Context: an optimization exercise on an open-source flow, tuned for small area, a short achievable clock period and few clock cycles. The choices shown serve that exercise and are no tape-out recipe. RTL that was checked went through simulation tests only; none was proved equivalent to the original. No functional check of the RTL was part of run 1.

==> flow/config.mk <==
export PLATFORM = sky130hd
export DESIGN_NAME = alu_top
export DESIGN_NICKNAME = alu_top
export VERILOG_FILES = /design/flow/design.v
export SDC_FILE = /design/flow/constraint.sdc
export NUM_CORES = 4
export LEC_CHECK = 0
export CAP_MARGIN = 20
export CORE_MARGIN = 2
export CORE_UTILIZATION = 40
export SETUP_SLACK_MARGIN = 0.2
export SLEW_MARGIN = 20
==> flow/constraint.sdc <==
create_clock -name core_clock -period 7.0 [get_ports {clk}]
set_input_delay 1.4000 -clock core_clock [delete_from_list [all_inputs] [get_ports {clk}]]
set_output_delay 1.4000 -clock core_clock [all_outputs]
set_load 0.01 [all_outputs]
==> flow/design.v <==
module alu_top(
    input wire clk,
    input wire reset,
    input wire [7:0] operand_a,
    input wire [7:0] operand_b,
    input wire [1:0] operation,
    input wire start,
    output reg [15:0] result,
    output wire ready,
    output reg overflow,
    output reg zero
);
    wire [7:0] a = operand_a;
    wire [7:0] b = operand_b;
    wire is_mul_in = operation[1] & ~operation[0];
    function [9:0] brow(input [7:0] m, input one, input two, input neg, input ext);
        reg [9:0] m1, m2;
        begin
            m1 = {{2{ext & m[7]}}, m};
            m2 = {ext & m[7], m, 1'b0};
            brow = (({10{one}} & m1) | ({10{two}} & m2)) ^ {10{neg}};
        end
    endfunction
    function [2:0] benc(input [2:0] x);
        benc = {x[1] ^ x[0], (x[2] & ~x[1] & ~x[0]) | (~x[2] & x[1] & x[0]), x[2]};
    endfunction
    reg busy;           
    reg is_div;         
    reg [1:0] cnt;      
    reg flag;           
    reg [7:0] M;        
    reg [16:0] W;       
    wire [2:0] e0 = benc({a[1:0], 1'b0});
    wire u1_one = is_mul_in ? e0[2] : 1'b1;
    wire u1_two = is_mul_in & e0[1];
    wire u1_neg = is_mul_in ? e0[0] : operation[0];
    wire [9:0] A1 = is_mul_in ? 10'd0 : {2'b00, a};
    wire [9:0] B1 = brow(b, u1_one, u1_two, u1_neg, is_mul_in);
    wire [10:0] S1 = {1'b0, A1} + {1'b0, B1} + {10'd0, u1_neg};
    wire [7:0] s = S1[7:0];
    wire as_ov = (a[7] == (b[7] ^ operation[0])) && (s[7] != a[7]);
    wire lt = S1[9];                                 
    wire [2:0] e1 = benc(a[3:1]);
    wire u2_one = is_mul_in & e1[2];
    wire u2_two = is_mul_in ? e1[1] : 1'b1;
    wire u2_neg = is_mul_in ? e1[0] : 1'b1;
    wire [9:0] A2 = is_mul_in ? {{2{S1[9]}}, S1[9:2]} : {2'b00, a};
    wire [9:0] B2 = brow(b, u2_one, u2_two, u2_neg, is_mul_in);
    wire [10:0] S2 = {1'b0, A2} + {1'b0, B2} + {10'd0, u2_neg};
    wire lt2 = S2[9];                                
    wire [11:0] p01 = {S2[9:0], S1[1:0]};            
    wire bz = (b == 8'd0);
    wire q7 = ({7'b0, a[7]} >= b);
    wire r1 = (q7 & ~bz) ? 1'b0 : a[7];
    wire [1:0] x2 = {r1, a[6]};
    wire q6 = ({6'b0, x2} >= b);
    wire [1:0] r2 = q6 ? (x2 - b[1:0]) : x2;
    wire [7:0] R = W[15:8];
    wire [7:0] QL = W[7:0];
    wire [11:0] P = W[11:0];
    wire [4:0] ah = W[16:12];                        
    wire [2:0] e2 = benc(ah[2:0]);
    wire [2:0] e3 = benc(ah[4:2]);
    wire d1_one = is_div | e2[2];
    wire d1_two = ~is_div & e2[1];
    wire d1_neg = is_div | e2[0];
    wire [9:0] DA1 = is_div ? {1'b0, R, QL[7]} : {{2{P[11]}}, P[11:4]};
    wire [9:0] DB1 = brow(M, d1_one, d1_two, d1_neg, ~is_div);
    wire [10:0] T1 = {1'b0, DA1} + {1'b0, DB1} + {10'd0, d1_neg};
    wire qa = ~T1[9];
    wire [7:0] Ra = qa ? T1[7:0] : {R[6:0], QL[7]};
    wire d2_one = is_div | e3[2];
    wire d2_two = ~is_div & e3[1];
    wire d2_neg = is_div | e3[0];
    wire [9:0] DA2 = is_div ? {1'b0, Ra, QL[6]} : {{2{T1[9]}}, T1[9:2]};
    wire [9:0] DB2 = brow(M, d2_one, d2_two, d2_neg, ~is_div);
    wire [10:0] T2 = {1'b0, DA2} + {1'b0, DB2} + {10'd0, d2_neg};
    wire qb = ~T2[9];
    wire [7:0] Rb = qb ? T2[7:0] : {Ra[6:0], QL[6]};
    wire [15:0] div_res = {Rb, QL[5:0], qa, qb};
    wire [15:0] mul_res = {T2[9:0], T1[1:0], P[3:0]};
    wire fast = ~operation[1] | (operation[0] & lt2);
    wire last = busy & (~is_div | cnt[1]);
    assign ready = (start & fast) | last;
    always @(posedge clk or posedge reset) begin
        if (reset) busy <= 1'b0;
        else busy <= busy ? ~last : (start & ~fast);
    end
    always @(posedge clk) begin
        if (!busy) begin
            M <= b;
            is_div <= operation[0];
            cnt <= 2'd0;
            flag <= bz | (~operation[0] & (a == 8'd0));
            W <= operation[0] ? {1'b0, 6'b0, r2, a[5:0], q7, q6} : {a[7:3], p01};
        end else begin
            cnt <= cnt + 2'd1;
            W <= {1'b0, div_res};
        end
    end
    always @(*) begin
        if (busy) begin
            if (is_div) begin
                result = div_res;
                overflow = flag;
                zero = 1'b0;
            end else begin
                result = mul_res;
                overflow = 1'b0;
                zero = flag;
            end
        end else if (operation[1]) begin
            result = lt ? {a, 8'h00} : {s, 8'h01};
            overflow = 1'b0;
            zero = lt;
        end else begin
            result = {{8{s[7]}}, s};
            overflow = as_ov;
            zero = (s == 8'd0);
        end
    end
endmodule
==> flow/run.sh <==
#!/bin/bash
# synth_recipe.tcl (not shown) runs the flow's synth.tcl, then flattens the netlist and writes it again
# the make line also repeats each setting of config.mk as NAME=value (left out here)
make -C /OpenROAD-flow-scripts/flow DESIGN_CONFIG=/design/flow/config.mk WORK_HOME=/design/flow/orfs CLKGATE_MAP_FILE= SYNTH_SCRIPT=/design/flow/synth_recipe.tcl finish
==> run_results.csv, run 1 <==
group,metric,value,unit
run_status,status,"finished clean",
routing,viasPerCell,6.00,
die,die_area,0.0133,mm^2
setup_path,path_max_fanout,6,
routing,drt_iter0_drc,661,
die,start_util,0.412,
setup_path,worst_path_most_repeated_cell,"buf_4",
placement,gp_congestion,0.963,
die,core,0.0121,mm^2
sta,setup_ws,128,ps
placement,portBuffers,39,
synth,ys_ff_latch,30,
layout,final_cell_mix,"buf_4, nand2_1, o21ai_0",
cts,clockRootBuffer,"clkbuf_16",
routing,first_pass_iters,7,
synth,synth_async_sr_flop_share,0.0333,
cts,cts_hold_buf,0,
min_path,holdPathStages,1,
cts,clk_pin_slew,50,ps
setup_path,setup.worst_path.class,"reg -> out",
synth,syn_area,0.00497,mm^2
sta,rsz0062_at_grt,"yes",
synth,synth_cells,717,
sta,finalCritPeriodShare,0.982,
synth,synth-main-ff-cell,"dfxtp_1",
cts,clock_latency,270,ps
sta,hold_slack,431,ps
routing,postRouteAntennaNets,0,
layout,stdcell_count,1065,
cts,cts.sink_count,30,
synth,synth-edff-count,10,
routing,vias,6394,
layout,antenna_cells_inserted,0,
global_routing,grt_usage,0.295,
cts,cts_made_buffers,5,
die,io_pins,40,
setup_path,crit_arrival,5470,ps
die,core.rowCount,40,
sta,worst_slew_pin_slew,945,ps
min_path,holdPathEnd,"cnt[0]$_SDFF_PN0_",
synth,yosys_warnings,1,
setup_path,reg2reg_to,"W[13]$_DFF_P_",
synth,synth_fp_nets,777,
setup_path,critPathLaunchType,"flip-flop",
setup_path,critPathRequiredTime,5600,ps
die,die_x,116,um
layout,final_common_cell,"buf_4",
setup_path,end_kind,"output pin",
global_routing,antenna_found_initial,0,
global_routing,grt_max_degree,44,
cts,cts_tree,"yes",
min_path,min_from,"cnt[0]$_SDFF_PN0_",
synth,seq_area_frac_synth,0.142,
routing,drc,0,
layout,multi_input_area,0.00438,mm^2
setup_path,crit_slowest_cell,"dfxtp_4",
synth,synthDistinctLibCells,63,
min_path,hp-class,"reg -> reg",
placement,dp_hpwl,15100,um
setup_path,reg2reg_depth,27,
cts,htreeDepth,2,
layout,drive_gt1_frac,0.330,
layout,seq_area,713,um^2
global_routing,grt_pass1_wl,31100,um
layout,fillCellCount,1050,
setup_path,max_stage_delay,390,ps
global_routing,first_global_vias,6067,
setup_path,r2r_start,"W[13]$_DFF_P_",
routing,wl,20300,um
setup_path,r2r_slack,1690,ps
sta,slew_violations,0,
flow_run,maxCapViolations,0,
global_routing,grt_overflow_total,0,
sta,fmaxAchievable,146,MHz
synth,syn-mean-instance-area,6.94,um^2
placement,placedCellCount,1021,
cts,clk_path_buf_depth,2,
sta,slew_headroom,0.366,
routing,wl_per_cell,19.1,um
sta,finalHoldViolCount,0,
sta,setup_viol,0,
placement,dpl_worst_slack,-639,ps
layout,area_growth,48.8,%
die,die_height,116,um
layout,nNetsFinal,956,
sta,clock_skew,8.09,ps
sta,timing.final.crit_period,6870,ps
==> flip-flops by register name (all words and copies together), names as in the netlist <==
name / flops
is_div: 1
flag: 1
cnt: 2
M: 8
W: 17
busy: 1
==> cells in the mapped netlist, types with 6 or more instances <==
master / number / share of area
clkbuf_1: 46 / 0.035
mux2i_1: 18 / 0.036
mux2_2: 14 / 0.032
a21oi_1: 74 / 0.074
nand3_1: 23 / 0.023
o21ai_0: 82 / 0.082
nor2b_1: 12 / 0.015
ha_1: 34 / 0.086
inv_1: 29 / 0.022
nand2b_1: 7 / 0.0088
a21o_1: 20 / 0.030
nand2_1: 83 / 0.063
xnor2_1: 24 / 0.042
nor3_1: 14 / 0.014
o22ai_1: 20 / 0.025
nor2_1: 48 / 0.036
xor2_1: 14 / 0.025
and2_1: 8 / 0.010
dfxtp_1: 19 / 0.076
a222oi_1: 7 / 0.014
o21bai_1: 7 / 0.011
a211oi_1: 6 / 0.0091
edfxtp_1: 10 / 0.060
o21a_1: 6 / 0.0091
o221ai_1: 7 / 0.012
o211ai_1: 10 / 0.015
==> critical path, delay by kind of cell (launching register included) <==
family	cells	cell delay (ps)
DFF	1	390
buffers and inverters	6	890
AOI/OAI and AO/OA	11	2340
muxes	1	320
adders and majority gates	2	630
xor gates and xnor gates	1	220
and+or+nand+nor	4	400
==> how the worst max path moves through the flow <==
stage                                 from          to  slack [ps]  depth (start not counted)
final                        W[13]$_DFF_P_  result[11]         130                         25
after global routing         W[12]$_DFF_P_  result[14]         -30                         25
after CTS                     operand_b[1]       ready          40                         24
after detailed placement      operand_b[0]       ready        -640                         23
after global placement        operand_b[0]       ready        -490                         23
after floorplan           is_div$_DFFE_PN_   result[9]         230                         23
==> layer usage <==
layer	vias up	part of all wire	global-route usage
li1	2985	-	-
met1	3023	0.42	0.393
met2	331	0.47	0.498
met3	55	0.077	0.0418
met4	0	0.034	0.0884
met5	-	0	0
==> layout make-up <==
class	instances	area share
Sequential cell	30	0.0963
Clock inverter	2	0.00118
Tap cell	168	0.0284
Multi-Input combinational cell	602	0.592
Inverter	31	0.0157
Clock buffer	6	0.0174
Timing Repair Buffer	226	0.249
==> logic make-up after synthesis <==
| logic type | after synthesis | share of synthesized area |
|---|---|---|
| compound gates | 276 | 0.345 |
| simple gates | 212 | 0.194 |
| buf+inv | 87 | 0.0669 |
| xor+xnor | 41 | 0.0782 |
| fa+ha+maj | 39 | 0.106 |
| mux | 32 | 0.0679 |
| flops | 30 | 0.142 |
==> metrics by stage <==
| step | instance area [um^2] | TNS, ps | util |
|---|---|---|---|
| floorplan | 4990 | 0 | - |
| global placement | 6520 | -753 | 0.540 |
| detailed placement | 6520 | -1040 | 0.540 |
| CTS | 7040 | 0 | 0.584 |
| global route | 7400 | -29.5 | 0.614 |
| finish | 7400 | 0 | 0.614 |
==> what timing repair did <==
action | CTS | global route
resized for setup | 79 | 85
pin swaps | 22 | 73
gates cloned | 1 | 1
endpoints found under the hold margin | 0 | 0
setup buffers | 20 | 13
endpoints found under the setup margin | 10 | 10
==> inputs of run 2 (changes only) <==
--- a/flow/design.v
+++ b/flow/design.v
@@ -41,14 +41,11 @@
     wire as_ov = (a[7] == (b[7] ^ operation[0])) && (s[7] != a[7]);
     wire lt = S1[9];                                 
     wire [2:0] e1 = benc(a[3:1]);
-    wire u2_one = is_mul_in & e1[2];
-    wire u2_two = is_mul_in ? e1[1] : 1'b1;
-    wire u2_neg = is_mul_in ? e1[0] : 1'b1;
-    wire [9:0] A2 = is_mul_in ? {{2{S1[9]}}, S1[9:2]} : {2'b00, a};
-    wire [9:0] B2 = brow(b, u2_one, u2_two, u2_neg, is_mul_in);
-    wire [10:0] S2 = {1'b0, A2} + {1'b0, B2} + {10'd0, u2_neg};
-    wire lt2 = S2[9];                                
+    wire [9:0] A2 = {{2{S1[9]}}, S1[9:2]};
+    wire [9:0] B2 = brow(b, e1[2], e1[1], e1[0], 1'b1);
+    wire [10:0] S2 = {1'b0, A2} + {1'b0, B2} + {10'd0, e1[0]};
     wire [11:0] p01 = {S2[9:0], S1[1:0]};            
+    wire lt2 = {1'b0, a} < {b, 1'b0};                
     wire bz = (b == 8'd0);
     wire q7 = ({7'b0, a[7]} >= b);
     wire r1 = (q7 & ~bz) ? 1'b0 : a[7];
--- a/flow/config.mk
+++ b/flow/config.mk
@@ -5,6 +5,7 @@
 export SDC_FILE = /design/flow/constraint.sdc
 export NUM_CORES = 4
 export LEC_CHECK = 0
+export ABC_AREA = 1
 export CAP_MARGIN = 20
 export CORE_MARGIN = 2
 export CORE_UTILIZATION = 40
==> run 2 against run 1 <==
- clock skew decreased by 3.7 ps
- flip-flop and latch count unchanged
- still clean
==> run_results.csv, run 2 <==
group,metric,value,unit
global_routing,met1_usage,0.325,
synth,synth_async_sr_flop_share,0.0333,
layout,drive_gt1_frac,0.112,
routing,drc,0,
run_status,status,"finished clean",
die,die_height,112,um
global_routing,use_met2,0.461,
cts,clk_path_buf_depth,2,
flow_run,maxCapViolations,0,
synth,syn-mean-instance-area,6.56,um^2
cts,htreeDepth,2,
sta,setup_viol,0,
global_routing,grt_usage,0.263,
cts,cts_made_buffers,5,
layout,final_common_cell,"nand2_1",
routing,viasPerCell,5.64,
synth,synth.area.mux_share,0.00644,
global_routing,first_global_vias,4861,
synth,synthXorXnorAreaFrac,0.107,
synth,synth_fa_ha_area_frac,0.129,
routing,postRouteAntennaNets,0,
synth,synth_fp_nets,777,
placement,portBuffers,39,
layout,antenna_cells_inserted,0,
setup_path,setup.worst_path.class,"in -> out",
synth,synth_cells,711,
routing,vias,5069,
setup_path,critPathRequiredTime,5600,ps
layout,regMostFlops,"W",
routing,wl_per_cell,18.2,um
die,start_util,0.408,
cts,clk_pin_slew,50,ps
die,die_x,112,um
placement,placedCellCount,888,
sta,slew_violations,0,
global_routing,antenna_found_initial,0,
layout,nNetsFinal,821,
synth,synthTopCellsByCount,"nand2_1, inv_1, nand3_1",
layout,top_regs,"W x17, M x8, cnt x2",
sta,timing.final.crit_period,6600,ps
global_routing,use_met3,0.0452,
synth,synth-main-ff-cell,"dfxtp_1",
routing,first_pass_iters,5,
cts,cts.sink_count,30,
synth,syn_area,0.00466,mm^2
routing,drt_iter0_drc,451,
placement,gp_congestion,0.913,
setup_path,path_max_fanout,10,
synth,yosys.area.top_type,"nand2_1",
sta,finalHoldViolCount,0,
synth,synth_top_area_frac,0.116,
global_routing,grt_overflow_total,0,
layout,stdcell_count,899,
setup_path,r2r_slack,2510,ps
min_path,hp-class,"reg -> reg",
routing,wl,16400,um
sta,clock_skew,4.43,ps
cts,clock_latency,280,ps
setup_path,crit_arrival,5200,ps
cts,cts_tree,"yes",
synth,seq_area_frac_synth,0.151,
setup_path,critPathLaunchType,"primary input",
sta,worst_slew_pin_slew,547,ps
global_routing,grt_pass1_wl,26100,um
placement,dp_hpwl,13300,um
synth,ys_ff_latch,30,
layout,area_growth,17.7,%
sta,finalCritPeriodShare,0.943,
synth,synth-edff-count,10,
synth,yosys.area_share.simple,0.282,
synth,synthDistinctLibCells,52,
die,core.rowCount,39,
synth,yosys-top-cells-area,"nand2_1, ha_1, dfxtp_1, nand3_1, xor2_1",
synth,yosys_warnings,1,
sta,setup_tns,0,ps
synth,synth_top_family_by_area,"simple AND/OR/NAND/NOR gates",
sta,slew_headroom,0.635,
die,die_area,0.0125,mm^2
die,io_pins,40,
sta,fmaxAchievable,151,MHz
synth,synth_compound_area_frac,0.223,
layout,fillCellCount,1177,
layout,largest_reg_flops,17,
synth,yosysMostFrequentCell,"nand2_1",
global_routing,busiest_layer,"met2",
setup_path,end_kind,"output pin",
layout,final_cell_mix,"nand2_1, inv_1, nand3_1",
cts,clockRootBuffer,"clkbuf_16",
global_routing,grt_max_degree,32,
die,core,0.0114,mm^2
sta,rsz0062_at_grt,"yes",
[run 2: changes by cell type after synthesis, sizes merged, moves of 14 or more]
cell	change
a21o	-19
a21oi	-31
clkbuf	-35
inv	+72
mux2	-14
mux2i	-15
nand2	+67
nand3	+57
o21ai	-16
xor2	+24
[run 2: routing by layer]
metal,routed length (um),vias to the layer above,share of wire
met2,8180,184,0.50
met4,552,0,0.034
met5,0,-,0
met3,924,37,0.056
li1,-,2502,-
met1,6740,2346,0.41
[run 2: through the flow]
| stage | utilization | hold slack, ps | area (um^2) | worst slack (ps) |
|---|---|---|---|---|
| after floorplan | - | 413 | 4660 | 1390 |
| after global placement | 0.458 | 421 | 5230 | 427 |
| after detailed placement | 0.458 | 426 | 5230 | 336 |
| after CTS | 0.470 | 433 | 5370 | 213 |
| after global routing | 0.481 | 458 | 5490 | 125 |
| final | 0.481 | 433 | 5490 | 396 |
[run 2: critical path: stages]
cell and delay (ps):
clkdlybuf4s50_1 530, inv_4 100, nor2_8 160, nand2_2 110, clkinvlp_4 160, nand2_2 130
o22ai_1 200, xnor2_1 140, fa_1 450, xnor2_1 260, buf_4 180, inv_1 50
nor4_1 290, nand4_1 130, o21ai_1 160, nand2_1 60, o21ai_0 100, clkdlybuf4s50_1 570
[run 2: area by class of cell]
class / instances / area (um^2) / area share
Timing Repair Buffer: 53 / 498 / 0.0907
Sequential cell: 30 / 708 / 0.129
Inverter: 102 / 394 / 0.0718
Tap cell: 143 / 179 / 0.0326
Clock inverter: 3 / 16.3 / 0.00296
Multi-Input combinational cell: 563 / 3570 / 0.650
Clock buffer: 5 / 125 / 0.0228
[run 2: cell families (layout without fill, tap and decap cells)]
| kind of cell | after synthesis | in the layout |
|---|---|---|
| AO/OA/AOI/OAI | 172 | 172 |
| XOR/XNOR | 56 | 56 |
| adder cells (fa/ha/maj) | 45 | 45 |
| buffers and inverters | 118 | 163 |
| flip-flops | 30 | 30 |
| multiplexers | 3 | 3 |
| AND/OR/NAND/NOR | 287 | 287 |
[run 2: repair_timing]
action                     CTS  global route
hold buffers                 0             0
setup endpoints to repair    8            11
buffers inserted             0             3
pin swaps                    0             3
resized for setup            2            29
[run 2: final timing paths]
kind	cells past startpoint	end	startpoint
setup / recovery	18	zero	operation[1]
hold / removal	1	cnt[0]$_SDFF_PN0_	cnt[0]$_SDFF_PN0_
setup reg to reg	27	W[15]$_DFF_P_	W[12]$_DFF_P_
hold reg to reg	1	cnt[0]$_SDFF_PN0_	cnt[0]$_SDFF_PN0_
max in group asynchronous	2	busy$_DFF_PP0_	reset
min in group asynchronous	2	busy$_DFF_PP0_	reset
Testbench counts of run 2, summed over its fixed seeds: cycles 4,589.
==> inputs of run 3 (changes only) <==
--- a/flow/config.mk
+++ b/flow/config.mk
@@ -9,5 +9,5 @@
 export CAP_MARGIN = 20
 export CORE_MARGIN = 2
 export CORE_UTILIZATION = 40
-export SETUP_SLACK_MARGIN = 0.2
+export SETUP_SLACK_MARGIN = 1.0
 export SLEW_MARGIN = 20
==> run 3 against run 2 <==
- still clean
- clock skew rose by 1.3 ps
- synthesized area unchanged
- first-iteration DRC count rose by 0.67%
- final area grew 16%
- critical path type is now reg -> out
==> run_results.csv, run 3 <==
group,metric,value,unit
run_status,status,"finished clean",
synth,yosys.area_share.simple,0.282,
layout,antenna_cells_inserted,0,
die,die_x,112,um
routing,first_pass_iters,7,
synth,synthXorXnorAreaFrac,0.107,
placement,portBuffers,39,
setup_path,end_kind,"output pin",
placement,gp_congestion,0.913,
synth,syn-mean-instance-area,6.56,um^2
layout,nNetsFinal,873,
flow_run,maxCapViolations,0,
sta,finalHoldViolCount,0,
routing,wl_per_cell,19.2,um
die,start_util,0.408,
synth,synth_top_family_by_area,"simple AND/OR/NAND/NOR gates",
setup_path,max_stage_delay,390,ps
global_routing,grt_usage,0.273,
setup_path,crit_arrival,4540,ps
cts,cts_made_buffers,5,
die,core.rowCount,39,
synth,yosys.area.top_type,"nand2_1",
layout,drive_gt1_frac,0.280,
cts,htreeDepth,2,
synth,synth-edff-count,10,
routing,wl,18200,um
global_routing,first_global_vias,5118,
synth,seq_area_frac_synth,0.151,
synth,yosys-top-cells-area,"nand2_1, ha_1, dfxtp_1, nand3_1, xor2_1",
synth,synth_top_area_frac,0.116,
sta,setup_tns,0,ps
placement,dp_hpwl,13300,um
synth,synth_fa_ha_area_frac,0.129,
synth,synth-main-ff-cell,"dfxtp_1",
global_routing,grt_overflow_total,0,
sta,timing.final.crit_period,5940,ps
layout,top_regs,"W x17, M x8, cnt x2",
synth,yosys_warnings,1,
sta,setup_viol,0,
synth,synth_compound_area_frac,0.223,
die,die_height,112,um
cts,clk_path_buf_depth,2,
sta,fmaxAchievable,168,MHz
placement,placed_cell_area,0.00523,mm^2
setup_path,setup.worst_path.class,"reg -> out",
setup_path,path_max_fanout,6,
routing,viasPerCell,5.79,
setup_path,critPathLaunchType,"flip-flop",
sta,worst_slew_pin_slew,593,ps
synth,synth_fp_nets,777,
layout,regMostFlops,"W",
global_routing,grt_max_degree,32,
cts,clock_latency,280,ps
synth,ys_ff_latch,30,
min_path,hp-class,"reg -> reg",
synth,synth_cells,711,
die,core,0.0114,mm^2
global_routing,grt_pass1_wl,27300,um
setup_path,crit_slowest_cell,"dfxtp_4",
die,io_pins,40,
routing,drc,0,
global_routing,antenna_found_initial,0,
routing,postRouteAntennaNets,0,
cts,cts.sink_count,30,
synth,syn_area,0.00466,mm^2
synth,yosysMostFrequentCell,"nand2_1",
synth,synth.area.mux_share,0.00644,
setup_path,worst_path_most_repeated_cell,"nand2_2",
synth,synthTopCellsByCount,"nand2_1, inv_1, nand3_1",
layout,final_area,0.00638,mm^2
synth,synthDistinctLibCells,52,
die,die_area,0.0125,mm^2
layout,final_cell_mix,"nand2_1, inv_1, buf_4",
layout,largest_reg_flops,17,
cts,clk_pin_slew,60,ps
layout,final_common_cell,"nand2_1",
cts,clockRootBuffer,"clkbuf_16",
setup_path,critPathRequiredTime,5600,ps
routing,vias,5508,
routing,drt_iter0_drc,454,
sta,slew_headroom,0.600,
sta,finalCritPeriodShare,0.849,
synth,synth_async_sr_flop_share,0.0333,
layout,area_growth,36.9,%
sta,slew_violations,0,
sta,clock_skew,5.77,ps
sta,rsz0062_at_grt,"yes",
cts,cts_tree,"yes",
run 3: cell type report:
class                   count  area [um^2]
inverters                 102          418
clock inverters             3         16.3
clock buffers               5          125
well taps                 143          179
multi-input cells         567         4060
fillers                  1088         5040
flip-flops and latches     30          713
repair inverters            1         8.76
repair buffers            100          861
run 3: critical path, delay by kind of cell (launching register included):
family	cells	cell delay, ps
AO/OA/AOI/OAI	5	530
buffers and inverters	8	850
adder cells (fa/ha/maj)	2	650
flip-flops	1	390
AND/OR/NAND/NOR	15	1580
XOR/XNOR	1	250
run 3: per-layer routing:
metal,vias up,GRT usage,part of all wire
met3,52,0.0332,0.045
met5,-,0,0
met4,0,0.0992,0.041
li1,2624,-,-
met1,2613,0.337,0.41
met2,219,0.488,0.50
run 3: final timing paths:
check / start / endpoint / slack, ps / depth (start not counted)
setup / recovery: W[13]$_DFF_P_ / result[10] / 1060 / 31
hold / removal: cnt[0]$_SDFF_PN0_ / cnt[0]$_SDFF_PN0_ / 430 / 1
setup reg to reg: W[13]$_DFF_P_ / W[15]$_DFF_P_ / 2590 / 31
hold reg to reg: cnt[0]$_SDFF_PN0_ / cnt[0]$_SDFF_PN0_ / 430 / 1
max in group asynchronous: reset / busy$_DFF_PP0_ / 5650 / 2
min in group asynchronous: reset / busy$_DFF_PP0_ / 1260 / 2
run 3: cells by family after synthesis:
logic type	count (synthesis)
compound gates	172
buf+inv	118
mux	3
flops	30
fa+ha+maj	45
simple gates	287
xor+xnor	56
run 3: metrics by stage:
step	setup WS, ps	util	hold WS, ps	cells
global placement	427	0.458	421	888
global route	792	0.559	458	951
floorplan	1390	-	413	711
finish	1060	0.559	433	951
CTS	1000	0.501	433	923
detailed placement	336	0.458	426	888
run 3: repair_timing:
item | in CTS | in global routing
gates cloned | 0 | 5
hold buffers | 0 | 0
hold endpoints to repair | 0 | 0
gates resized for setup | 67 | 131
buffers inserted | 27 | 23
endpoints found under the setup margin | 16 | 15
pin swaps | 24 | 49
==> inputs of run 4 (changes only) <==
==> flow/flow/run.sh (new file) <==
#!/bin/bash
# Standard layout, with the port buffers made of sky130_fd_sc_hd__buf_2 cells
# (buffer_ports otherwise picks the slow clkdlybuf4s50_1). Every port is still buffered.
set -euo pipefail
export BUFFER_PORTS_ARGS="-buffer_cell sky130_fd_sc_hd__buf_2"
bash standard.sh > standard.log 2>&1
==> flow/standard.sh (new file) <==
#!/bin/bash
# synth_recipe.tcl (not shown) runs the flow's synth.tcl, then flattens the netlist and writes it again
# the make line also repeats each setting of config.mk as NAME=value (left out here)
make -C /OpenROAD-flow-scripts/flow DESIGN_CONFIG=/design/flow/config.mk WORK_HOME=/design/flow/orfs CLKGATE_MAP_FILE= SYNTH_SCRIPT=/design/flow/synth_recipe.tcl "${@:-finish}"
--- a/flow/config.mk
+++ b/flow/config.mk
@@ -9,5 +9,5 @@
 export CAP_MARGIN = 20
 export CORE_MARGIN = 2
 export CORE_UTILIZATION = 40
-export SETUP_SLACK_MARGIN = 1.0
+export SETUP_SLACK_MARGIN = 0.2
 export SLEW_MARGIN = 20
removed: flow/run.sh
==> run 4 against run 3 <==
- critical path depth down 4
- worst setup slack got worse by 370 ps
- clock-buffer cell count is 3 higher
- largest cell class unchanged
- synthesized cell count is the same
- via count fell by 9.9%
- wire length down 14%
- sequential share of layout area grew 2.5 points
- final area is 19% lower
- register-to-register slack got worse by 280 ps
==> run_results.csv, run 4 <==
group,metric,value,unit
sta,clock_skew,4.55,ps
synth,synth_top_area_frac,0.116,
global_routing,antenna_found_initial,0,
setup_path,end_kind,"output pin",
synth,yosys_warnings,1,
sta,worst_slew_pin_slew,676,ps
sta,setup_viol,0,
die,core.rowCount,39,
sta,fmaxAchievable,158,MHz
sta,finalCritPeriodShare,0.901,
setup_path,crit_arrival,4910,ps
sta,setup_tns,0,ps
sta,slew_headroom,0.548,
placement,portBuffers,39,
die,start_util,0.408,
min_path,min_from,"cnt[0]$_SDFF_PN0_",
synth,yosys.area.top_type,"nand2_1",
setup_path,r2r_slack,2310,ps
cts,cts_hold_buf,0,
layout,drive_gt1_frac,0.136,
die,die_height,112,um
routing,drt_iter0_drc,539,
routing,viasPerCell,5.57,
layout,final_cell_mix,"nand2_1, inv_1, nand3_1",
global_routing,grt_usage,0.246,
layout,top_regs,"W x17, M x8, cnt x2",
cts,htreeDepth,2,
routing,wl,15700,um
min_path,holdPathEnd,"cnt[0]$_SDFF_PN0_",
routing,wl_per_cell,17.6,um
cts,cts_tree,"yes",
setup_path,path_max_fanout,10,
layout,antenna_cells_inserted,0,
synth,yosysMostFrequentCell,"nand2_1",
min_path,hp-class,"reg -> reg",
setup_path,crit_start,"W[13]$_DFF_P_",
layout,final_core_util,0.451,
setup_path,critPathLaunchType,"flip-flop",
synth,syn_area,0.00466,mm^2
synth,ys_ff_latch,30,
layout,largest_reg_flops,17,
synth,synthDistinctLibCells,52,
die,die_x,112,um
synth,seq_area_frac_synth,0.151,
global_routing,grt_overflow_total,0,
synth,synth_fp_nets,777,
setup_path,setup.worst_path.class,"reg -> out",
sta,timing.final.crit_period,6310,ps
layout,final_common_cell,"nand2_1",
cts,clk_path_buf_depth,2,
routing,first_pass_iters,5,
sta,rsz0062_at_grt,"no",
setup_path,reg2reg_depth,26,
synth,yosys-top-cells-area,"nand2_1, ha_1, dfxtp_1, nand3_1, xor2_1",
synth,syn-mean-instance-area,6.56,um^2
placement,gp_congestion,0.992,
placement,dp_hpwl,12600,um
synth,synth-edff-count,10,
layout,regMostFlops,"W",
routing,vias,4961,
die,core,0.0114,mm^2
global_routing,first_global_vias,4768,
setup_path,r2r_start,"W[13]$_DFF_P_",
synth,synth_cells,711,
cts,clk_pin_slew,50,ps
synth,synth_async_sr_flop_share,0.0333,
cts,clockRootBuffer,"clkbuf_16",
run_status,status,"finished clean",
layout,nNetsFinal,813,
die,die_area,0.0125,mm^2
setup_path,critPathRequiredTime,5600,ps
synth,synth-main-ff-cell,"dfxtp_1",
sta,slew_violations,0,
cts,cts.sink_count,30,
synth,synthTopCellsByCount,"nand2_1, inv_1, nand3_1",
flow_run,maxCapViolations,0,
cts,clock_latency,280,ps
die,io_pins,40,
global_routing,grt_pass1_wl,24800,um
routing,postRouteAntennaNets,0,
min_path,holdPathStages,1,
sta,hold_slack,444,ps
layout,area_growth,10.5,%
global_routing,grt_max_degree,32,
setup_path,reg2reg_to,"W[11]$_DFF_P_",
sta,finalHoldViolCount,0,
cts,cts_made_buffers,5,
layout,fillCellCount,1249,
routing,drc,0,
## run 4: logic make-up after synthesis
| family | Yosys count | synth area share |
|---|---|---|
| AND/OR/NAND/NOR | 287 | 0.282 |
| AO/OA/AOI/OAI | 172 | 0.223 |
| buffers and inverters | 118 | 0.102 |
| XOR/XNOR | 56 | 0.107 |
| adder cells (fa/ha/maj) | 45 | 0.129 |
| flip-flops | 30 | 0.151 |
| multiplexers | 3 | 0.00644 |
## run 4: through the flow
step	cell area, um^2	cells	worst slack (ps)
after floorplan	4660	711	1390
after global placement	4970	880	923
after detailed placement	4970	880	756
after CTS	5120	888	470
after global routing	5150	891	213
final	5150	891	690
## run 4: repair_timing
action	in CTS	in global routing
resized for setup	0	7
setup endpoints to repair	0	9
setup buffers	0	3
## run 4: area by class of cell
class,instances,area (um^2),area share
inverters,102,388,0.0753
repair buffers,45,240,0.0466
flip-flops and latches,30,707,0.137
clock buffers,8,146,0.0284
well taps,143,179,0.0347
multi-input cells,563,3490,0.678
## run 4: worst max-delay path: stages (launching register included)
cell      delay [ps]
dfxtp_1          450
inv_1            120
nand2_1           80
nand3_1          140
inv_2            160
o22ai_1          110
xor2_1           180
fa_1             440
o21ai_1          220
a21oi_1          110
o21ai_0          270
nand2_1           90
nand2_1           70
a21oi_1           70
xnor2_1          140
nand2_1           50
o21ai_0           80
ha_1             370
a21oi_1          260
o21ai_0          150
a21oi_1          140
nand2_1          130
inv_2            100
nand3_2          200
nand3b_1         180
nand3_1          100
nand3_1           90
buf_2            130
## run 4: how the worst max path moves through the flow
stage                      end  slack, ps
finish              result[10]        690
global route        result[10]        210
CTS                 result[14]        470
detailed placement   result[8]        760
global placement    result[10]        920
floorplan           result[14]       1390
## run 4: layer usage
layer / track usage / up-vias / part of all wire / wire length (um)
met2: 0.414 / 198 / 0.47 / 7350
met3: 0.0267 / 34 / 0.057 / 899
met5: 0 / - / 0 / 0
li1: - / 2492 / - / -
met4: 0.0943 / 0 / 0.032 / 505
met1: 0.326 / 2237 / 0.44 / 6890
==> inputs of run 5 (changes only) <==
--- a/flow/config.mk
+++ b/flow/config.mk
@@ -9,5 +9,6 @@
 export CAP_MARGIN = 20
 export CORE_MARGIN = 2
 export CORE_UTILIZATION = 40
+export CTS_BUF_LIST = sky130_fd_sc_hd__clkbuf_4
 export SETUP_SLACK_MARGIN = 0.2
 export SLEW_MARGIN = 20
==> run 5 against run 4 <==
- maximum frequency is 1.2% lower
- clock skew is 6.8 ps higher
- wire length is 0.35% lower
- flip-flop and latch count stayed put
==> run_results.csv, run 5 <==
group,metric,value,unit
run_status,status,"finished clean",
sta,hold_slack,446,ps
die,die_area,0.0125,mm^2
synth,synthTopCellsByCount,"nand2_1, inv_1, nand3_1",
global_routing,grt_usage,0.246,
routing,first_pass_iters,5,
cts,clk_pin_slew,100,ps
layout,nNetsFinal,813,
sta,finalHoldViolCount,0,
sta,slew_violations,0,
sta,clock_skew,11.4,ps
cts,clk_path_buf_depth,2,
layout,top_regs,"W x17, M x8, cnt x2",
layout,drive_gt1_frac,0.139,
setup_path,crit_start,"W[12]$_DFF_P_",
setup_path,r2r_slack,2300,ps
min_path,min_from,"cnt[0]$_SDFF_PN0_",
sta,setup_viol,0,
setup_path,setup.worst_path.class,"reg -> out",
routing,vias,4977,
sta,worst_slew_pin_slew,657,ps
synth,yosys_warnings,1,
min_path,holdPathStages,1,
setup_path,end_kind,"output pin",
synth,synth_cells,711,
global_routing,antenna_found_initial,0,
die,start_util,0.408,
cts,cts.sink_count,30,
synth,syn_area,0.00466,mm^2
min_path,holdPathEnd,"cnt[0]$_SDFF_PN0_",
synth,yosys.area.top_type,"nand2_1",
min_path,hp-class,"reg -> reg",
cts,cts_made_buffers,5,
routing,drc,0,
synth,synth_async_sr_flop_share,0.0333,
synth,synth-edff-count,10,
setup_path,crit_arrival,4980,ps
sta,setup_tns,0,ps
routing,drt_iter0_drc,571,
placement,gp_congestion,0.992,
synth,synthDistinctLibCells,52,
layout,largest_reg_flops,17,
synth,synth_fp_nets,777,
layout,area_growth,8.64,%
cts,cts_tree,"yes",
sta,timing.final.crit_period,6380,ps
layout,antenna_cells_inserted,0,
global_routing,grt_pass1_wl,24800,um
global_routing,first_global_vias,4781,
sta,setup_ws,617,ps
setup_path,reg2reg_depth,26,
die,io_pins,40,
global_routing,use_met2,0.412,
layout,final_core_util,0.444,
layout,fillCellCount,1261,
synth,yosysMostFrequentCell,"nand2_1",
layout,regMostFlops,"W",
cts,clock_latency,330,ps
global_routing,met1_usage,0.325,
layout,final_area,0.00506,mm^2
setup_path,r2r_start,"W[12]$_DFF_P_",
placement,dp_hpwl,12600,um
cts,clockRootBuffer,"clkbuf_4",
synth,ys_ff_latch,30,
global_routing,busiest_layer,"met2",
routing,postRouteAntennaNets,0,
die,core,0.0114,mm^2
cts,htreeDepth,2,
synth,synth-main-ff-cell,"dfxtp_1",
setup_path,path_max_fanout,10,
flow_run,maxCapViolations,0,
routing,wl,15600,um
synth,yosys-top-cells-area,"nand2_1, ha_1, dfxtp_1, nand3_1, xor2_1",
placement,placed_cell_area,0.00497,mm^2
die,die_height,112,um
sta,fmaxAchievable,157,MHz
placement,portBuffers,39,
sta,finalCritPeriodShare,0.912,
setup_path,reg2reg_to,"W[11]$_DFF_P_",
layout,final_cell_mix,"nand2_1, inv_1, nand3_1",
routing,wl_per_cell,17.5,um
synth,seq_area_frac_synth,0.151,
placement,dpl_worst_slack,756,ps
setup_path,critPathRequiredTime,5600,ps
setup_path,critPathLaunchType,"flip-flop",
placement,placedCellCount,880,
global_routing,grt_overflow_total,0,
layout,stdcell_count,891,
global_routing,use_met3,0.0299,
synth,synth_top_area_frac,0.116,
routing,viasPerCell,5.59,
sta,slew_headroom,0.560,
global_routing,grt_max_degree,32,
die,core.rowCount,39,
synth,syn-mean-instance-area,6.56,um^2
layout,final_common_cell,"nand2_1",
die,die_x,112,um
sta,rsz0062_at_grt,"no",
[run 5: cells by family (layout without fill, tap and decap cells)]
group	count (synthesis)	count (layout)	share of synthesized area
adder cells (fa/ha/maj)	45	45	0.129
multiplexers	3	3	0.00644
buffers and inverters	118	155	0.102
XOR/XNOR	56	56	0.107
AND/OR/NAND/NOR	287	287	0.282
flip-flops	30	30	0.151
AO/OA/AOI/OAI	172	172	0.223
[run 5: cell type report]
cell class / instances / area (um^2) / share of cell area
multi-input cells: 563 / 3490 / 0.690
well taps: 143 / 179 / 0.0353
clock inverters: 1 / 3.75 / 0.000741
inverters: 102 / 388 / 0.0766
repair buffers: 45 / 240 / 0.0474
clock buffers: 7 / 52.6 / 0.0104
flip-flops and latches: 30 / 708 / 0.140
[run 5: how the worst max path moves through the flow]
stage / to / slack, ps
floorplan: result[14] / 1390
global placement: result[10] / 920
detailed placement: result[8] / 760
CTS: result[14] / 400
global route: result[10] / 190
finish: result[8] / 620
[run 5: repair_timing]
item | CTS | global route
setup endpoints to repair | 0 | 9
hold buffers | 0 | 0
resized for setup | 0 | 9
buffers inserted | 0 | 3
endpoints found under the hold margin | 0 | 0
[run 5: routing by layer]
layer	wire (um)	vias to the layer above
met3	851	40
met5	0	-
met4	563	0
met1	6930	2247
met2	7250	192
li1	-	2498
[run 5: worst max-delay path, cell delays in order (launching register included)]
cell	delay, ps
dfxtp_1	450
inv_2	70
nand2_1	120
nand3_1	150
inv_2	160
o22ai_1	100
xor2_1	180
fa_1	450
o21ai_1	220
a21oi_1	110
o21ai_0	270
nand2_1	90
nand2_1	70
a21oi_1	70
xnor2_1	140
nand2_1	50
o21ai_0	80
ha_1	370
a21oi_1	270
o21ai_0	160
a21oi_1	140
nand2_1	130
inv_2	90
nand3_2	200
nand3_1	160
nand3_1	110
nand3_1	90
buf_2	130
==> inputs of run 6 (changes only) <==
--- a/flow/config.mk
+++ b/flow/config.mk
@@ -10,5 +10,5 @@
 export CORE_MARGIN = 2
 export CORE_UTILIZATION = 40
 export CTS_BUF_LIST = sky130_fd_sc_hd__clkbuf_4
-export SETUP_SLACK_MARGIN = 0.2
+export SETUP_SLACK_MARGIN = 0.7
 export SLEW_MARGIN = 20
==> run 6 against run 5 <==
- final area grew 5.9%
- clock skew grew 0.66 ps
- core utilization grew 2.6 points
- cell count grew 1.8%
- die area is the same
- critical path depth shrank 7
- clock-buffer cell count is the same
- synthesized area is the same
==> run_results.csv, run 6 <==
group,metric,value,unit
setup_path,setup.worst_path.class,"in -> out",
global_routing,antenna_found_initial,0,
routing,viasPerCell,5.70,
die,die_area,0.0125,mm^2
die,io_pins,40,
min_path,hp-class,"reg -> reg",
sta,clock_skew,12.0,ps
die,start_util,0.408,
global_routing,grt_pass1_wl,24800,um
setup_path,crit_family,"simple AND/OR/NAND/NOR gates",
die,core.rowCount,39,
global_routing,grt_usage,0.247,
cts,cts_made_buffers,5,
setup_path,critPathRequiredTime,5600,ps
placement,dpl_worst_slack,756,ps
layout,regMostFlops,"W",
setup_path,max_stage_delay,290,ps
cts,clk_path_buf_depth,2,
setup_path,crit_chain,"clkbuf_4 > inv_4 > nor2_8 > nand2_2 > inv_1 > nand2_1 > o22ai_1 > xnor2_1 > ha_1 > inv_1 > o21bai_1 > a31oi_1 > nor2_1 > nor2_1 > nand3_2 > nand2_1 > nor2_1 > o21ai_1 > nand3_1 > buf_2",
cts,cts_tree,"yes",
routing,drt_iter0_drc,510,
synth,yosys-top-cells-area,"nand2_1, ha_1, dfxtp_1, nand3_1, xor2_1",
placement,dp_hpwl,12600,um
sta,slew_headroom,0.552,
synth,yosys.area.top_type,"nand2_1",
routing,drc,0,
cts,cts.sink_count,30,
sta,worst_slew_pin_slew,669,ps
layout,nNetsFinal,829,
die,die_height,112,um
synth,synth_cells,711,
cts,htreeDepth,2,
synth,yosys_warnings,1,
sta,finalHoldViolCount,0,
sta,fmaxAchievable,165,MHz
setup_path,crit_slowest_cell,"ha_1",
layout,antenna_cells_inserted,0,
sta,rsz0062_at_grt,"yes",
synth,synth-edff-count,10,
sta,setup_ws,940,ps
routing,vias,5170,
cts,clk_pin_slew,90,ps
setup_path,end_kind,"output pin",
setup_path,worst_path_most_repeated_cell,"nor2_1",
routing,first_pass_iters,7,
flow_run,maxCapViolations,0,
setup_path,crit_arrival,4660,ps
placement,gp_congestion,0.992,
synth,syn_area,0.00466,mm^2
die,core,0.0114,mm^2
layout,final_common_cell,"nand2_1",
setup_path,path_max_fanout,10,
global_routing,grt_max_degree,32,
layout,drive_gt1_frac,0.192,
synth,seq_area_frac_synth,0.151,
routing,wl,16000,um
sta,slew_violations,0,
run_status,status,"finished clean",
routing,wl_per_cell,17.6,um
layout,largest_reg_flops,17,
global_routing,first_global_vias,4813,
setup_path,critPathLaunchType,"primary input",
layout,area_growth,15.1,%
synth,yosysMostFrequentCell,"nand2_1",
synth,synth_fp_nets,777,
sta,setup_viol,0,
cts,cts_hold_buf,0,
global_routing,grt_overflow_total,0,
placement,portBuffers,39,
cts,clockRootBuffer,"clkbuf_4",
synth,synth_top_area_frac,0.116,
synth,synth_async_sr_flop_share,0.0333,
synth,synthDistinctLibCells,52,
synth,synth-main-ff-cell,"dfxtp_1",
sta,timing.final.crit_period,6060,ps
setup_path,crit_buf_inv,5,
synth,syn-mean-instance-area,6.56,um^2
die,die_x,112,um
sta,finalCritPeriodShare,0.866,
cts,clock_latency,330,ps
sta,setup_tns,0,ps
layout,final_cell_mix,"nand2_1, inv_1, nand3_1",
synth,synthTopCellsByCount,"nand2_1, inv_1, nand3_1",
synth,ys_ff_latch,30,
routing,postRouteAntennaNets,0,
layout,top_regs,"W x17, M x8, cnt x2",
-- run 6: cell count changes in the layout (fill, tap and decap cells not counted), moves of 3 or more --
cell     before  now
o22ai_1      29   23
o22ai_2       3    8
o21ai_2       6    9
a21oi_2       1    7
dfxtp_4       0    3
o21ai_0      44   40
a21oi_1      41   35
buf_4         6   22
-- run 6: final timing paths --
check                                  start  cells after the start                end  slack (ps)
max                             operation[1]                     20         result[13]         940
min                        cnt[0]$_SDFF_PN0_                      1  cnt[0]$_SDFF_PN0_         440
max reg2reg                    W[12]$_DFF_P_                     24      W[10]$_DFF_P_        2640
min reg2reg                cnt[0]$_SDFF_PN0_                      1  cnt[0]$_SDFF_PN0_         440
max in group asynchronous              reset                      2     busy$_DFF_PP0_        6030
min in group asynchronous              reset                      2     busy$_DFF_PP0_         880
-- run 6: area by class of cell --
class	instances	area (um^2)
Multi-Input combinational cell	563	3640
Tap cell	143	179
Sequential cell	30	717
Clock inverter	1	3.75
Timing Repair Buffer	61	363
Inverter	102	405
Clock buffer	7	52.6
Fill cell	1223	6050
-- run 6: repair_timing --
action / CTS / global route
pin swaps: 2 / 15
endpoints found under the hold margin: 0 / 0
gates resized for setup: 7 / 48
endpoints found under the setup margin: 9 / 10
buffers inserted: 4 / 15
-- run 6: through the flow --
step | hold WS, ps | area (um^2) | util | instances
after global routing | 475 | 5370 | 0.470 | 907
after floorplan | 413 | 4660 | - | 711
after CTS | 448 | 5060 | 0.443 | 892
final | 444 | 5370 | 0.470 | 907
after global placement | 423 | 4970 | 0.435 | 880
after detailed placement | 427 | 4970 | 0.435 | 880
-- run 6: kinds of logic (layout without fill, tap and decap cells) --
kind of cell | after synthesis | in the layout | share of synthesized area
fa+ha+maj | 45 | 45 | 0.129
compound gates | 172 | 172 | 0.223
xor+xnor | 56 | 56 | 0.107
simple gates | 287 | 287 | 0.282
flops | 30 | 30 | 0.151
mux | 3 | 3 | 0.00644
buf+inv | 118 | 171 | 0.102
-- run 6: per-layer routing --
metal,routed length [um],up-vias,global-route usage
met3,878,41,0.0299
met1,6850,2397,0.325
met5,0,-,0
li1,-,2530,-
met2,7670,202,0.412
met4,609,0,0.101
==> inputs of run 7 (changes only) <==
--- a/flow/config.mk
+++ b/flow/config.mk
@@ -9,6 +9,8 @@
 export CAP_MARGIN = 20
 export CORE_MARGIN = 2
 export CORE_UTILIZATION = 40
-export CTS_BUF_LIST = sky130_fd_sc_hd__clkbuf_4
-export SETUP_SLACK_MARGIN = 0.7
+export CTS_BUF_LIST = sky130_fd_sc_hd__clkbuf_8
+export CTS_CLUSTER_DIAMETER = 500
+export CTS_CLUSTER_SIZE = 50
+export SETUP_SLACK_MARGIN = 0.2
 export SLEW_MARGIN = 20
==> run 7 against run 6 <==
- still clean
- sequential share of layout area up 0.51 points
- first-iteration DRC count is 14% higher
- critical path depth grew 7
- final area fell by 5.0%
- critical endpoint is now result[8]
==> run_results.csv, run 7 <==
group,metric,value,unit
routing,drc,0,
sta,clock_skew,5.02,ps
cts,cts_hold_buf,0,
setup_path,crit_arrival,4930,ps
layout,drive_gt1_frac,0.136,
setup_path,end_kind,"output pin",
layout,antenna_cells_inserted,0,
setup_path,path_max_fanout,10,
cts,clock_latency,280,ps
sta,fmaxAchievable,158,MHz
placement,placedCellCount,880,
cts,clockRootBuffer,"clkbuf_8",
setup_path,r2r_start,"W[13]$_DFF_P_",
synth,syn_area,0.00466,mm^2
cts,cts.sink_count,30,
layout,nNetsFinal,813,
die,io_pins,40,
layout,area_growth,9.34,%
layout,fillCellCount,1260,
layout,multi_input_area,0.00349,mm^2
sta,slew_headroom,0.539,
sta,setup_viol,0,
synth,synth_top_area_frac,0.116,
die,start_util,0.408,
routing,postRouteAntennaNets,0,
global_routing,grt_max_degree,32,
setup_path,max_stage_delay,450,ps
cts,cts_made_buffers,5,
routing,wl,15500,um
sta,worst_slew_pin_slew,688,ps
layout,largest_reg_flops,17,
sta,hold_slack,446,ps
synth,synth-main-ff-cell,"dfxtp_1",
routing,vias,4958,
placement,dpl_worst_slack,756,ps
routing,first_pass_iters,5,
flow_run,maxCapViolations,0,
synth,synthTopCellsByCount,"nand2_1, inv_1, nand3_1",
global_routing,grt_pass1_wl,24800,um
synth,seq_area_frac_synth,0.151,
die,die_height,112,um
sta,setup_ws,670,ps
layout,final_area,0.00510,mm^2
min_path,holdPathStages,1,
cts,cts_tree,"yes",
setup_path,worst_path_most_repeated_cell,"nand2_1",
placement,dp_hpwl,12600,um
global_routing,antenna_found_initial,0,
layout,regMostFlops,"W",
setup_path,setup.worst_path.class,"reg -> out",
setup_path,critPathRequiredTime,5600,ps
synth,synth_cells,711,
routing,viasPerCell,5.56,
sta,timing.final.crit_period,6330,ps
sta,finalCritPeriodShare,0.904,
global_routing,first_global_vias,4767,
layout,final_core_util,0.446,
sta,slew_violations,0,
synth,synth_fp_nets,777,
synth,ys_ff_latch,30,
routing,drt_iter0_drc,579,
layout,stdcell_count,891,
layout,top_regs,"W x17, M x8, cnt x2",
layout,final_cell_mix,"nand2_1, inv_1, nand3_1",
layout,seq_area,707,um^2
die,core,0.0114,mm^2
setup_path,r2r_slack,2300,ps
synth,yosysMostFrequentCell,"nand2_1",
synth,synthDistinctLibCells,52,
synth,synth-edff-count,10,
setup_path,crit_slowest_cell,"dfxtp_1",
setup_path,reg2reg_depth,26,
placement,gp_congestion,0.992,
die,die_area,0.0125,mm^2
cts,clk_path_buf_depth,2,
die,die_x,112,um
routing,wl_per_cell,17.4,um
min_path,min_from,"cnt[0]$_SDFF_PN0_",
cts,clk_pin_slew,70,ps
sta,finalHoldViolCount,0,
synth,yosys_warnings,1,
sta,rsz0062_at_grt,"no",
setup_path,critPathLaunchType,"flip-flop",
run_status,status,"finished clean",
global_routing,grt_usage,0.246,
placement,placed_cell_area,0.00497,mm^2
global_routing,grt_overflow_total,0,
synth,syn-mean-instance-area,6.56,um^2
sta,setup_tns,0,ps
setup_path,reg2reg_to,"W[11]$_DFF_P_",
synth,yosys-top-cells-area,"nand2_1, ha_1, dfxtp_1, nand3_1, xor2_1",
cts,htreeDepth,2,
layout,final_common_cell,"nand2_1",
min_path,hp-class,"reg -> reg",
placement,portBuffers,39,
synth,synth_async_sr_flop_share,0.0333,
synth,yosys.area.top_type,"nand2_1",
die,core.rowCount,39,
min_path,holdPathEnd,"cnt[0]$_SDFF_PN0_",
-- run 7: cell counts after synthesis --
Identical to the previous run, type by type.
-- run 7: logic make-up after synthesis --
logic type	Yosys count	share of synthesized area
simple gates	287	0.282
buf+inv	118	0.102
xor+xnor	56	0.107
flops	30	0.151
compound gates	172	0.223
mux	3	0.00644
fa+ha+maj	45	0.129
-- run 7: worst max-delay path by stage --
stage | startpoint | end | slack (ps)
2_1_floorplan | is_div$_DFFE_PN_ | result[14] | 1390
3_5_place_dp | is_div$_DFFE_PN_ | result[8] | 760
3_3_place_gp | is_div$_DFFE_PN_ | result[10] | 920
5_1_grt | W[13]$_DFF_P_ | result[10] | 200
6_report | W[13]$_DFF_P_ | result[8] | 670
4_1_cts | is_div$_DFFE_PN_ | result[14] | 460
-- run 7: layout make-up --
cell class / count / share of cell area
clock buffers: 6 / 0.0162
multi-input cells: 563 / 0.685
flip-flops and latches: 30 / 0.139
clock inverters: 2 / 0.00147
inverters: 102 / 0.0761
well taps: 143 / 0.0351
repair buffers: 45 / 0.0471
-- run 7: critical path, delay by kind of cell (launching register included) --
family / cells / cell delay, ps
AO/OA/AOI/OAI: 9 / 1430
AND/OR/NAND/NOR: 10 / 1120
adder cells (fa/ha/maj): 2 / 820
buffers and inverters: 4 / 510
flip-flops: 1 / 450
XOR/XNOR: 2 / 330
-- run 7: per-layer routing --
metal	GRT usage	vias to the layer above	routed length, um
li1	-	2493	-
met1	0.326	2240	6790
met2	0.414	186	7310
met3	0.0267	39	887
met4	0.0943	0	547
met5	0	-	0
-- run 7: what timing repair did --
item	4_1_cts	5_1_grt
endpoints found under the setup margin	0	9
gates resized for setup	0	7
hold endpoints to repair	0	0
setup buffers	0	3
==> inputs of run 8 (changes only) <==
--- a/flow/config.mk
+++ b/flow/config.mk
@@ -9,7 +9,7 @@
 export CAP_MARGIN = 20
 export CORE_MARGIN = 2
 export CORE_UTILIZATION = 40
-export CTS_BUF_LIST = sky130_fd_sc_hd__clkbuf_8
+export CTS_BUF_LIST = sky130_fd_sc_hd__clkbuf_16
 export CTS_CLUSTER_DIAMETER = 500
 export CTS_CLUSTER_SIZE = 50
 export SETUP_SLACK_MARGIN = 0.2
==> run 8 against run 7 <==
- clock skew down 1.2 ps
- flip-flop and latch count unchanged
- still clean
- critical endpoint unchanged
- global-route usage unchanged
==> run_results.csv, run 8 <==
group,metric,value,unit
sta,slew_headroom,0.561,
die,die_x,112,um
placement,placedCellCount,880,
routing,drc,0,
cts,clock_latency,280,ps
layout,final_core_util,0.450,
layout,final_cell_mix,"nand2_1, inv_1, nand3_1",
layout,regMostFlops,"W",
layout,fillCellCount,1250,
routing,wl,15700,um
cts,cts.sink_count,30,
sta,slew_violations,0,
synth,synthTopCellsByCount,"nand2_1, inv_1, nand3_1",
sta,clock_skew,3.80,ps
setup_path,setup.worst_path.class,"reg -> out",
die,die_height,112,um
die,start_util,0.408,
sta,hold_slack,444,ps
layout,largest_reg_flops,17,
synth,yosysMostFrequentCell,"nand2_1",
synth,yosys.area.top_type,"nand2_1",
synth,synth_top_area_frac,0.116,
sta,setup_ws,664,ps
die,core.rowCount,39,
setup_path,critPathRequiredTime,5600,ps
sta,timing.final.crit_period,6340,ps
setup_path,end_kind,"output pin",
global_routing,first_global_vias,4768,
layout,top_regs,"W x17, M x8, cnt x2",
sta,setup_viol,0,
sta,finalHoldViolCount,0,
synth,synth_fp_nets,777,
cts,clockRootBuffer,"clkbuf_16",
cts,htreeDepth,2,
routing,postRouteAntennaNets,0,
sta,worst_slew_pin_slew,656,ps
placement,dpl_worst_slack,756,ps
die,core,0.0114,mm^2
sta,setup_tns,0,ps
global_routing,grt_max_degree,32,
synth,yosys_warnings,1,
global_routing,antenna_found_initial,0,
cts,cts_hold_buf,0,
sta,finalCritPeriodShare,0.905,
synth,synthDistinctLibCells,52,
layout,antenna_cells_inserted,0,
synth,syn-mean-instance-area,6.56,um^2
run_status,status,"finished clean",
setup_path,crit_arrival,4940,ps
synth,synth_cells,711,
layout,nNetsFinal,813,
sta,fmaxAchievable,158,MHz
synth,syn_area,0.00466,mm^2
global_routing,grt_usage,0.246,
placement,portBuffers,39,
synth,ys_ff_latch,30,
global_routing,grt_overflow_total,0,
synth,seq_area_frac_synth,0.151,
synth,synth-edff-count,10,
setup_path,path_max_fanout,10,
placement,gp_congestion,0.992,
cts,cts_tree,"yes",
cts,clk_pin_slew,50,ps
synth,yosys-top-cells-area,"nand2_1, ha_1, dfxtp_1, nand3_1, xor2_1",
die,die_area,0.0125,mm^2
cts,cts_made_buffers,5,
routing,wl_per_cell,17.6,um
synth,synth-main-ff-cell,"dfxtp_1",
layout,stdcell_count,891,
die,io_pins,40,
synth,synth_async_sr_flop_share,0.0333,
setup_path,critPathLaunchType,"flip-flop",
cts,clk_path_buf_depth,2,
layout,drive_gt1_frac,0.135,
global_routing,grt_pass1_wl,24800,um
placement,placed_cell_area,0.00497,mm^2
routing,drt_iter0_drc,546,
min_path,hp-class,"reg -> reg",
layout,final_area,0.00514,mm^2
flow_run,maxCapViolations,0,
routing,vias,4978,
placement,dp_hpwl,12600,um
routing,first_pass_iters,6,
routing,viasPerCell,5.59,
layout,area_growth,10.3,%
sta,rsz0062_at_grt,"no",
layout,final_common_cell,"nand2_1",
==> run 8: logic make-up (layout without fill, tap and decap cells) <==
| group | count (synthesis) | count (layout) | synth area share |
|---|---|---|---|
| simple gates | 287 | 287 | 0.282 |
| compound gates | 172 | 172 | 0.223 |
| buf+inv | 118 | 155 | 0.102 |
| xor+xnor | 56 | 56 | 0.107 |
| fa+ha+maj | 45 | 45 | 0.129 |
| flops | 30 | 30 | 0.151 |
| mux | 3 | 3 | 0.00644 |
==> run 8: layer usage <==
layer	track usage	wire length [um]	vias to the layer above	part of all wire
met3	0.0267	892	36	0.057
met5	0	0	-	0
met1	0.326	6900	2260	0.44
met2	0.414	7350	190	0.47
met4	0.0943	545	0	0.035
li1	-	-	2492	-
==> run 8: area by class of cell <==
class	instances	area, um^2	area share
Sequential cell	30	707	0.137
Tap cell	143	179	0.0348
Multi-Input combinational cell	563	3490	0.679
Timing Repair Buffer	45	240	0.0467
Inverter	102	388	0.0754
Clock buffer	5	125	0.0243
Clock inverter	3	11.3	0.00219
==> run 8: what timing repair did <==
item | CTS | global route
setup endpoints to repair | 0 | 9
setup buffers | 0 | 3
resized for setup | 0 | 7
endpoints found under the hold margin | 0 | 0
==> run 8: critical path, stage by stage (launching register included) <==
cell	delay (ps)
dfxtp_1	450
inv_1	120
nand2_1	80
nand3_1	140
inv_2	160
o22ai_1	110
xor2_1	180
fa_1	440
o21ai_1	220
a21oi_1	110
o21ai_0	270
nand2_1	90
nand2_1	70
a21oi_1	70
xnor2_1	140
nand2_1	50
o21ai_0	80
ha_1	370
a21oi_1	260
o21ai_0	150
a21oi_1	140
nand2_1	140
inv_2	100
nand3_2	200
nand3_1	170
nand3_1	120
nand3_1	90
buf_2	130
==> run 8: path summary, 6_finish.rpt <==
check	start	to	slack [ps]	depth (start not counted)
worst max-delay path	W[13]$_DFF_P_	result[8]	660	27
max in group asynchronous	reset	busy$_DFF_PP0_	5960	2
worst min-delay path	cnt[0]$_SDFF_PN0_	cnt[0]$_SDFF_PN0_	440	1
min in group asynchronous	reset	busy$_DFF_PP0_	950	2
worst max register to register	W[13]$_DFF_P_	W[11]$_DFF_P_	2300	26
worst min register to register	cnt[0]$_SDFF_PN0_	cnt[0]$_SDFF_PN0_	440	1

-- static timing again, ports no longer ideal --
How much do the figures lean on ideal ports? The routed layouts below were timed once more, with nothing changed but the port constraints.
Step 1 (the two cells are an assumption about what drives the block):
set clk [get_ports {clk}]
set_driving_cell -lib_cell sky130_fd_sc_hd__clkbuf_16 $clk
set_driving_cell -lib_cell sky130_fd_sc_hd__buf_2 [delete_from_list [all_inputs] $clk]
Step 2, shift: input delay + t, output delay - t, t = (earliest + latest rising clock arrival at the registers) / 2. This alone moves slack from input paths to output paths.
Three values: ideal ports, drivers, drivers and shift; two values: the first two.
| run | t, ns | setup WS [ns] | hold WS [ns] | worst setup path at the end | latest minus earliest clock arrival (ns) |
|---|---|---|---|---|---|
| run 1 | 0.311 | 0.128 / 0.086 / 0.320 | 0.431 / 0.431 / 0.431 | input to output | 0.009 / 0.008 |
| run 2 | 0.314 | 0.396 / 0.373 / 0.373 | 0.433 / 0.433 / 0.433 | input to output | 0.004 / 0.004 |
| run 3 | 0.319 | 1.058 / 1.015 / 1.100 | 0.433 / 0.433 / 0.433 | input to output | 0.006 / 0.006 |
| run 4 | 0.313 | 0.690 / 0.652 / 0.818 | 0.444 / 0.444 / 0.444 | input to output | 0.004 / 0.004 |
| run 5 | 0.358 | 0.617 / 0.585 / 0.841 | 0.446 / 0.446 / 0.446 | input to output | 0.012 / 0.012 |
| run 6 | 0.357 | 0.940 / 0.916 / 0.916 | 0.444 / 0.444 / 0.444 | input to output | 0.013 / 0.013 |
| run 7 | 0.313 | 0.670 / 0.636 / 0.842 | 0.446 / 0.446 / 0.446 | input to output | 0.005 / 0.006 |
| run 8 | 0.313 | 0.664 / 0.626 / 0.819 | 0.444 / 0.444 / 0.444 | input to output | 0.004 / 0.004 |
After both steps setup and hold are still met in every run listed. For run 6, which loses most, drivers alone change the setup slack by -0.024 ns; drivers and shift together by -0.024 ns.
